This is an optimization exercise on Yosys and OpenROAD, whose aim is small area, not a production implementation.
Only simulation tests tie the RTL to the original design; equivalence was not proved.
Power is estimated from default activity; no workload was simulated.

==> design/flow/design.v <==
`timescale 1ns / 1ps
module m_sequence_generator (
    input wire clk_2m,       
    input wire clk_10k,      
    input wire rst_n,       
    output reg m_seq_out    
);
reg [7:0] lfsr;
wire feedback = lfsr[7] ^ lfsr[3] ^ lfsr[2] ^ lfsr[1];
reg sync0, sync1;
always @(posedge clk_2m or negedge rst_n) begin
    if (!rst_n) begin
        sync0 <= 1'b0;
        sync1 <= 1'b0;
    end else begin
        sync0 <= clk_10k;
        sync1 <= sync0;
    end
end
wire step = sync0 & ~sync1;
always @(posedge clk_2m or negedge rst_n) begin
    if (!rst_n) begin
        lfsr <= 8'b10101010;  
        m_seq_out <= 1'b0;
    end else if (step) begin
        lfsr <= {lfsr[6:0], feedback};
        m_seq_out <= lfsr[7]; 
    end
end
endmodule
`timescale 1ns / 1ps
module dpll_clock_recovery (
    input wire clk_2m,         
    input wire rst_n,          
	input wire clk_in,           
    input wire m_seq_in,       
    output reg recovered_clk,  
    output reg locked          
);
parameter clk_2m_FREQ = 2000000;
parameter GATE_TIME    = 1;
localparam integer GATE_CNT = clk_2m_FREQ * GATE_TIME;
reg [31:0] gate_cnt;
reg        gate_en;
reg        gate_done;
always @(posedge clk_2m or negedge rst_n) begin
    if (!rst_n) begin
        gate_cnt  <= 0;
        gate_en   <= 1'b0;
        gate_done <= 1'b0;
    end else begin
        if (gate_cnt < GATE_CNT - 1) begin
            gate_cnt  <= gate_cnt + 1;
            gate_en   <= 1'b1;
            gate_done <= 1'b0;
        end else begin
            gate_cnt  <= 0;
            gate_en   <= 1'b0;
            gate_done <= 1'b1;
        end
    end
end
reg sync0, sync1;
wire pulse_edge;
always @(posedge clk_2m or negedge rst_n) begin
    if (!rst_n) begin
        sync0 <= 1'b0;
        sync1 <= 1'b0;
    end else begin
        sync0 <= clk_in;
        sync1 <= sync0;
    end
end
assign pulse_edge = sync0 & ~sync1;
reg [31:0] pulse_cnt;
reg [31:0] freq_value;
always @(posedge clk_2m or negedge rst_n) begin
    if (!rst_n) begin
        pulse_cnt  <= 32'd0;
        freq_value <= 32'd0;
    end else begin
        if (gate_en) begin
            if (pulse_edge)
                pulse_cnt <= pulse_cnt + 1;
        end
        if (gate_done) begin
            freq_value <= pulse_cnt;     
            pulse_cnt  <= 32'd0;
        end
    end
end
parameter KP = 8'h10;    
parameter KI = 8'h05;    
reg [31:0] INIT_INC;
always @(posedge clk_2m or negedge rst_n) begin 
    if (!rst_n) 
        INIT_INC <= 32'd0; 
    else begin 
        INIT_INC <= freq_value * 32'd2147;   
    end 
end
reg [2:0] m_seq_delay;   
always @(posedge clk_2m) m_seq_delay <= {m_seq_delay[1:0], m_seq_in};
wire edge_detected = (m_seq_delay[1] ^ m_seq_delay[0]) & ~(m_seq_delay[2] ^ m_seq_delay[1]);
reg signed [15:0] phase_error;   
reg signed [31:0] int_error;     
reg [31:0] dco_phase;            
reg [31:0] dco_increment;        
reg [7:0] lock_counter;          
reg signed [15:0] phase_now;     
reg signed [15:0] phase_diff;    
always @(posedge clk_2m or negedge rst_n) begin
    if (!rst_n) begin
        phase_error   <= 16'd0;
        int_error     <= 32'd0;
        dco_phase     <= 32'd0;
        dco_increment <= 32'd0;   
        recovered_clk <= 1'b0;
        locked        <= 1'b0;
        lock_counter  <= 8'd0;
        phase_now     <= 16'd0;
        phase_diff    <= 16'd0;
    end else begin
        if (edge_detected) begin
            phase_now <= dco_phase[31:16];
            phase_diff <= phase_now;
            if (phase_now > 16'sd32767)
                phase_diff <= phase_now - 16'sd65536;
            else if (phase_now < -16'sd32768)
                phase_diff <= phase_now + 16'sd65536;
            phase_error <= phase_diff;
            int_error <= int_error + (phase_error >>> 2);
            if (int_error > 32'sh000FFFFF)
                int_error <= 32'sh000FFFFF;
            else if (int_error < -32'sh000FFFFF)
                int_error <= -32'sh000FFFFF;
            dco_increment <= INIT_INC +
                             ((KP * phase_error) >>> 4) +
                             ((KI * int_error) >>> 8);
            if ((phase_error < 16'sd50) && (phase_error > -16'sd50)) begin
                if (lock_counter != 8'hFF)
                    lock_counter <= lock_counter + 1'b1;
            end else begin
                if (lock_counter != 8'h00)
                    lock_counter <= lock_counter - 1'b1;
            end
        end
        dco_phase     <= dco_phase + dco_increment;
        recovered_clk <= dco_phase[31];          
        locked        <= (lock_counter > 8'd32); 
    end
end
endmodule
`timescale 1ns / 1ps
module display (
    input  wire        sys_clk,        
    input  wire        sys_clk_out,    
    input  wire        rst_n,          
	 output wire	  dot,               
    output reg  [3:0]  DCBA,           
    output reg  [5:0]  w_out         
);
parameter SYS_CLK_FREQ = 2000000;  
parameter GATE_TIME    = 1;         
localparam integer GATE_CNT = SYS_CLK_FREQ * GATE_TIME;  
reg [31:0] gate_cnt;     
reg        gate_en;      
reg        gate_done;    
always @(posedge sys_clk or negedge rst_n) begin
    if (!rst_n) begin
        gate_cnt  <= 0;
        gate_en   <= 1'b0;
        gate_done <= 1'b0;
    end else begin
        if (gate_cnt < GATE_CNT - 1) begin
            gate_cnt  <= gate_cnt + 1;
            gate_en   <= 1'b1;
            gate_done <= 1'b0;
        end else begin
            gate_cnt  <= 0;
            gate_en   <= 1'b0;
            gate_done <= 1'b1;  
        end
    end
end
reg sync0, sync1;   
wire pulse_edge;     
always @(posedge sys_clk or negedge rst_n) begin
    if (!rst_n) begin
        sync0 <= 1'b0;
        sync1 <= 1'b0;
    end else begin
        sync0 <= sys_clk_out;   
        sync1 <= sync0;
    end
end
assign pulse_edge = sync0 & ~sync1;  
reg [31:0] pulse_cnt;    
reg [31:0] freq_value;   
always @(posedge sys_clk or negedge rst_n) begin
    if (!rst_n) begin
        pulse_cnt  <= 32'd0;
        freq_value <= 32'd0;
    end else begin
        if (gate_en) begin
            if (pulse_edge)
                pulse_cnt <= pulse_cnt + 1;
        end
        if (gate_done) begin
            freq_value <= pulse_cnt;  
            pulse_cnt  <= 32'd0;      
        end
    end
end
reg [3:0] bcd0, bcd1, bcd2, bcd3, bcd4, bcd5;
reg [31:0] value;    
integer i;   
always @(*) begin
    bcd0 = 4'd0; bcd1 = 4'd0; bcd2 = 4'd0;
    bcd3 = 4'd0; bcd4 = 4'd0; bcd5 = 4'd0;
    value = freq_value;
    for (i = 31; i >= 0; i = i - 1) begin
        if (bcd0 >= 4'd5) bcd0 = bcd0 + 4'd3;
        if (bcd1 >= 4'd5) bcd1 = bcd1 + 4'd3;
        if (bcd2 >= 4'd5) bcd2 = bcd2 + 4'd3;
        if (bcd3 >= 4'd5) bcd3 = bcd3 + 4'd3;
        if (bcd4 >= 4'd5) bcd4 = bcd4 + 4'd3;
        if (bcd5 >= 4'd5) bcd5 = bcd5 + 4'd3;
        {bcd5, bcd4, bcd3, bcd2, bcd1, bcd0} =
            {bcd5, bcd4, bcd3, bcd2, bcd1, bcd0} << 1;
        bcd0[0] = value[i];
    end
end
reg [2:0]  scan_sel;
reg [15:0] scan_cnt;
always @(posedge sys_clk or negedge rst_n) begin
    if (!rst_n) begin
        scan_cnt <= 16'd0;
        scan_sel <= 3'd0;
    end else begin
        if (scan_cnt >= 2000) begin
            scan_cnt <= 16'd0;
            scan_sel <= scan_sel + 1;
        end else begin
            scan_cnt <= scan_cnt + 1;
        end
    end
end
assign dot = 1'b1;
always @(*) begin
    case (scan_sel)
        3'd0: begin w_out = 6'b111110; DCBA = bcd5; end
        3'd1: begin w_out = 6'b111101; DCBA = bcd4; end
        3'd2: begin w_out = 6'b111011; DCBA = bcd3; end
        3'd3: begin w_out = 6'b110111; DCBA = bcd2; end
        3'd4: begin w_out = 6'b101111; DCBA = bcd1; end
        3'd5: begin w_out = 6'b011111; DCBA = bcd0; end
        default: begin w_out = 6'b111111; DCBA = 4'd0; end
    endcase
end
endmodule
`timescale 1ns / 1ps
module top (
    input wire clk_2m,        
    input wire clk_10k,       
    input wire rst_n,         
    output wire m_seq_out,     
    output wire sys_clk_out,  
    output wire locked,        
    output wire [3:0] DCBA,  
    output wire [5:0] w_out,     
	 output wire dot     
);
m_sequence_generator m_seq_gen (
    .clk_2m(clk_2m),
    .clk_10k(clk_10k),
    .rst_n(rst_n),
    .m_seq_out(m_seq_out)
);
dpll_clock_recovery dpll_clock_recovery (
   .clk_2m(clk_2m),
   .rst_n(rst_n),
    .clk_in(clk_10k),
   .m_seq_in(m_seq_out),
   .recovered_clk(sys_clk_out),
   .locked(locked)
);
display display (
		.sys_clk(clk_2m),
		.sys_clk_out(clk_10k),
		.rst_n(rst_n),
		.dot(dot),
		.DCBA(DCBA),
		.w_out(w_out)
);
endmodule
==> design/flow/run.sh <==
#!/bin/bash
# synth_recipe.tcl (not shown) runs the flow's synth.tcl, then flattens the netlist and writes it again
# the make line also repeats each setting of config.mk as NAME=value (left out here)
make -C /OpenROAD-flow-scripts/flow DESIGN_CONFIG=/design/flow/config.mk WORK_HOME=/design/flow/orfs CLKGATE_MAP_FILE= SYNTH_SCRIPT=/design/flow/synth_recipe.tcl finish
==> design/flow/config.mk <==
export PLATFORM = sky130hd
export DESIGN_NAME = top
export DESIGN_NICKNAME = top
export VERILOG_FILES = /design/flow/design.v
export SDC_FILE = /design/flow/constraint.sdc
export NUM_CORES = 4
export LEC_CHECK = 0
export CAP_MARGIN = 20
export CORE_MARGIN = 2
export CORE_UTILIZATION = 40
export SLEW_MARGIN = 20
==> design/flow/constraint.sdc <==
create_clock -name core_clock -period 40.0 [get_ports {clk_2m}]
set_input_delay 8.0000 -clock core_clock [delete_from_list [all_inputs] [get_ports {clk_2m}]]
set_output_delay 8.0000 -clock core_clock [all_outputs]
set_load 0.01 [all_outputs]
==> results.txt <==
status=finished clean; WL per Instance=14.2 um; Num CTS Buffers=50; share of cells above drive strength 1=9.14%; Syn. warnings=5; DIE AREA=114000 um2; Iter 0 DRT Violations=2370; FF+latch count, synth=415; asr flop ratio synth=99.3%; DR DRC count=0; first-pass GRT wire length=171000 um; initial antenna violation count=0; root buf cell=clkbuf_16; clk_skew=0.0357 ns; Overflow after GRT=0; post-synth top area cell=dfrtp_1; vias=38400; final net count=5867; Clk pwr share=27.6%; switching part of the total=36.9%; Post-Syn Instances=5418; cts hold-fix bufs=0; Seq/Total Area, Yosys=23.3%; Crit path largest cell delay=0.56 ns; Pre-Repair DR Iteration Count=8; largest net degree at the start of global routing=103; crit share post-route=93.8%; leakage power=21.4 nW; Slew Limit Fails=0; Sequential Power Share=30.6%; Clock Pin Slew Worst Setup and Hold Paths=0.06 ns; Post-synth EDFFs=0; CP Max Fanout=9; combinational fraction of design power=41.7%; Tightest Pin Transition=1.10 ns; Avg Cell Area, Syn=8.23 um2; Final Hold Fails=0; Slew headroom=26.4%; Rows=122; most frequent cell on the critical path=ha_1; Synth top area share=22.9%; WL final=98100 um; non-filler instance count after layout=6904; crit start category=flop; Netlist cell types=149; DRT antenna net count=0; delay-heaviest family, CP=compound AO/OA/AOI/OAI gates; CTS tree=built; ant diodes=0; Final min period=37.53 ns; GP Congestion=0.839; max cap viols=0; Cell Pwr Density=37.6 nW/um2; critical path type=flop to primary output; setup TNS=0 ns; Worst Path Required=32.00 ns; number of H-tree levels=2; height of the die=338 um; Port-buffer cells=15; synthesis-to-finish area growth=8.35%; Netlist Area Pre-Place=44600 um2; gr usage total=17.1%; Setup crit end kind=primary output; crit path DAT=29.53 ns; Initial Util=40.3%; vias per inst=5.56; clk buf depth=3; later-pin clock latency in the skew report=0.62 ns; top_reg_cell synth=dfrtp_1; fillers=11000; # clock sinks=415; most common cell after layout, fill and taps aside=nand2_1; Crit-path slowest cell=or4_4; # IOs=17; P_int=1.15 mW; worst path buffer plus inverter count=16; DP Cell Count=6805; Core Box Area=111000 um2; peak supply drop=0.0000430 V; vias in the first global route=36200; largest cells by area after synthesis=dfrtp_1, ha_1, nand2_1; die width=338 um; highest achievable clock rate=26.6 MHz; Net Switching=0.670 mW; hold crit path type=flop to flop; DP HPWL=73600 um; most frequent cells in the layout=nand2_1, nor2_1, inv_1, dfrtp_1, ha_1; final setup violation count=0
[synth_stat cells (all sizes together), types with 59 or more instances]
library cell / n
and2: 70
nor3: 159
ha: 399
dfrtp: 408
a211oi: 72
nand3: 177
o21bai: 59
inv: 476
mux2i: 82
a21o: 60
and3: 59
xor2: 118
o211ai: 67
o21ai: 349
nor2: 476
a21oi: 366
mux2: 84
clkbuf: 129
xnor2: 190
fa: 89
o21a: 80
nand2: 491
[worst paths after layout]
path | start | endpoint | slack [ns] | cells after the start
max in group asynchronous | rst_n | display.gate_done | 30.33 | 3
hold reg to reg | dpll_clock_recovery.sync0 | dpll_clock_recovery.sync1 | 0.36 | 0
hold / removal | dpll_clock_recovery.sync0 | dpll_clock_recovery.sync1 | 0.36 | 0
setup / recovery | display.freq_value[29] | DCBA[1] | 2.47 | 141
min in group asynchronous | rst_n | dpll_clock_recovery.recovered_clk | 7.36 | 1
setup reg to reg | dpll_clock_recovery.int_error[2] | dpll_clock_recovery.dco_increment[31] | 30.98 | 49
[area by class of cell]
type / instances / area [um2] / share of cell area, %
Timing Repair Buffer: 54 / 448 / 0.927
Clock buffer: 63 / 1400 / 2.90
Multi-Input combinational cell: 4369 / 32000 / 66.1
Inverter: 486 / 1830 / 3.78
Clock inverter: 29 / 442 / 0.914
Sequential cell: 415 / 10400 / 21.5
Tap cell: 1488 / 1860 / 3.85
[layer usage]
metal / track usage (%) / vias up / share of wire, %
met5: 0 / - / 0
met1: 23.9 / 18200 / 50
met3: 1.86 / 80 / 2.6
li1: - / 19600 / -
met4: 3.13 / 0 / 1.3
met2: 28.4 / 500 / 46
[state kept, by name (all words and copies together) (netlist names), 3 cells and up]
register / count
display.freq_value: 32
display.gate_cnt: 32
display.pulse_cnt: 32
dpll_clock_recovery.INIT_INC: 32
dpll_clock_recovery.dco_increment: 32
dpll_clock_recovery.dco_phase: 32
dpll_clock_recovery.freq_value: 32
dpll_clock_recovery.gate_cnt: 32
dpll_clock_recovery.int_error: 32
dpll_clock_recovery.pulse_cnt: 32
display.scan_cnt: 16
dpll_clock_recovery.phase_diff: 16
dpll_clock_recovery.phase_error: 16
dpll_clock_recovery.phase_now: 16
dpll_clock_recovery.lock_counter: 8
m_seq_gen.lfsr: 8
display.scan_sel: 3
dpll_clock_recovery.m_seq_delay: 3
[repair_timing]
action                     CTS  global route
buffers inserted             0             6
hold endpoints to repair     0             0
setup endpoints to repair    0             3
resized for setup            0            26
[worst register-to-register path: cells and delay by family, from the launching register on]
family	cells	cell delay (ns)
xor+xnor	1	0.14
simple gates	22	3.12
flops	1	0.45
fa+ha+maj	4	1.41
compound gates	21	3.70
buf+inv	1	0.04
[power by group through the flow]
stage                     clock network [mW]  logic, mW  registers, mW
final                                  0.502      0.758          0.556
after global routing                   0.534      0.889          0.567
after CTS                              0.518      0.772          0.557
after detailed placement                   0      0.765          0.564
after global placement                     0      0.747          0.563
after floorplan                            0      0.608          0.543
[cells by family (layout without fill, tap and decap cells)]
family / Yosys count / count (layout) / synth area share [%]
and+or+nand+nor: 1730 / 1730 / 18.5
AOI/OAI and AO/OA: 1641 / 1641 / 26.6
buffers and inverters: 660 / 632 / 5.72
adders and majority gates: 490 / 490 / 15.2
DFF: 415 / 415 / 23.3
xor gates and xnor gates: 313 / 313 / 6.52
muxes: 167 / 167 / 4.17
other: 2 / 28 / 0.0168
[stage by stage]
step,hold WS (ns),util (%),cell area (um2),setup WS (ns),power (mW)
after floorplan,0.347,-,44700,6.07,1.15
after global placement,0.355,41.8,46200,3.05,1.31
after detailed placement,0.353,41.8,46200,2.05,1.33
after CTS,0.366,43.5,48100,1.15,1.85
after global routing,0.387,43.7,48300,-0.167,1.99
final,0.363,43.7,48300,2.47,1.82

separate check: timing with driven ports:
Ports are ideal in the flow. The routed layout listed here was re-timed in OpenROAD. Step 1 sets driving cells, clkbuf_16 on the clock port and buf_2 on the other inputs (assumed; they add their load-dependent delay and slew). Step 2 times the ports against the registers' clock, not the clock port: input delays grow and output delays shrink by t, the midpoint of the rising clock arrivals with the driver on. a / b / c = ideal / step 1 / step 2; a / b = the first two.
t (ns): 0.665
setup slack, ns: 2.470 / 2.406 / 3.072
cell pins on the clock port's net: 1
After both steps this run still meets setup and hold. The setup slack of this run moves by -0.064 ns with the drivers and by +0.602 ns with both steps.
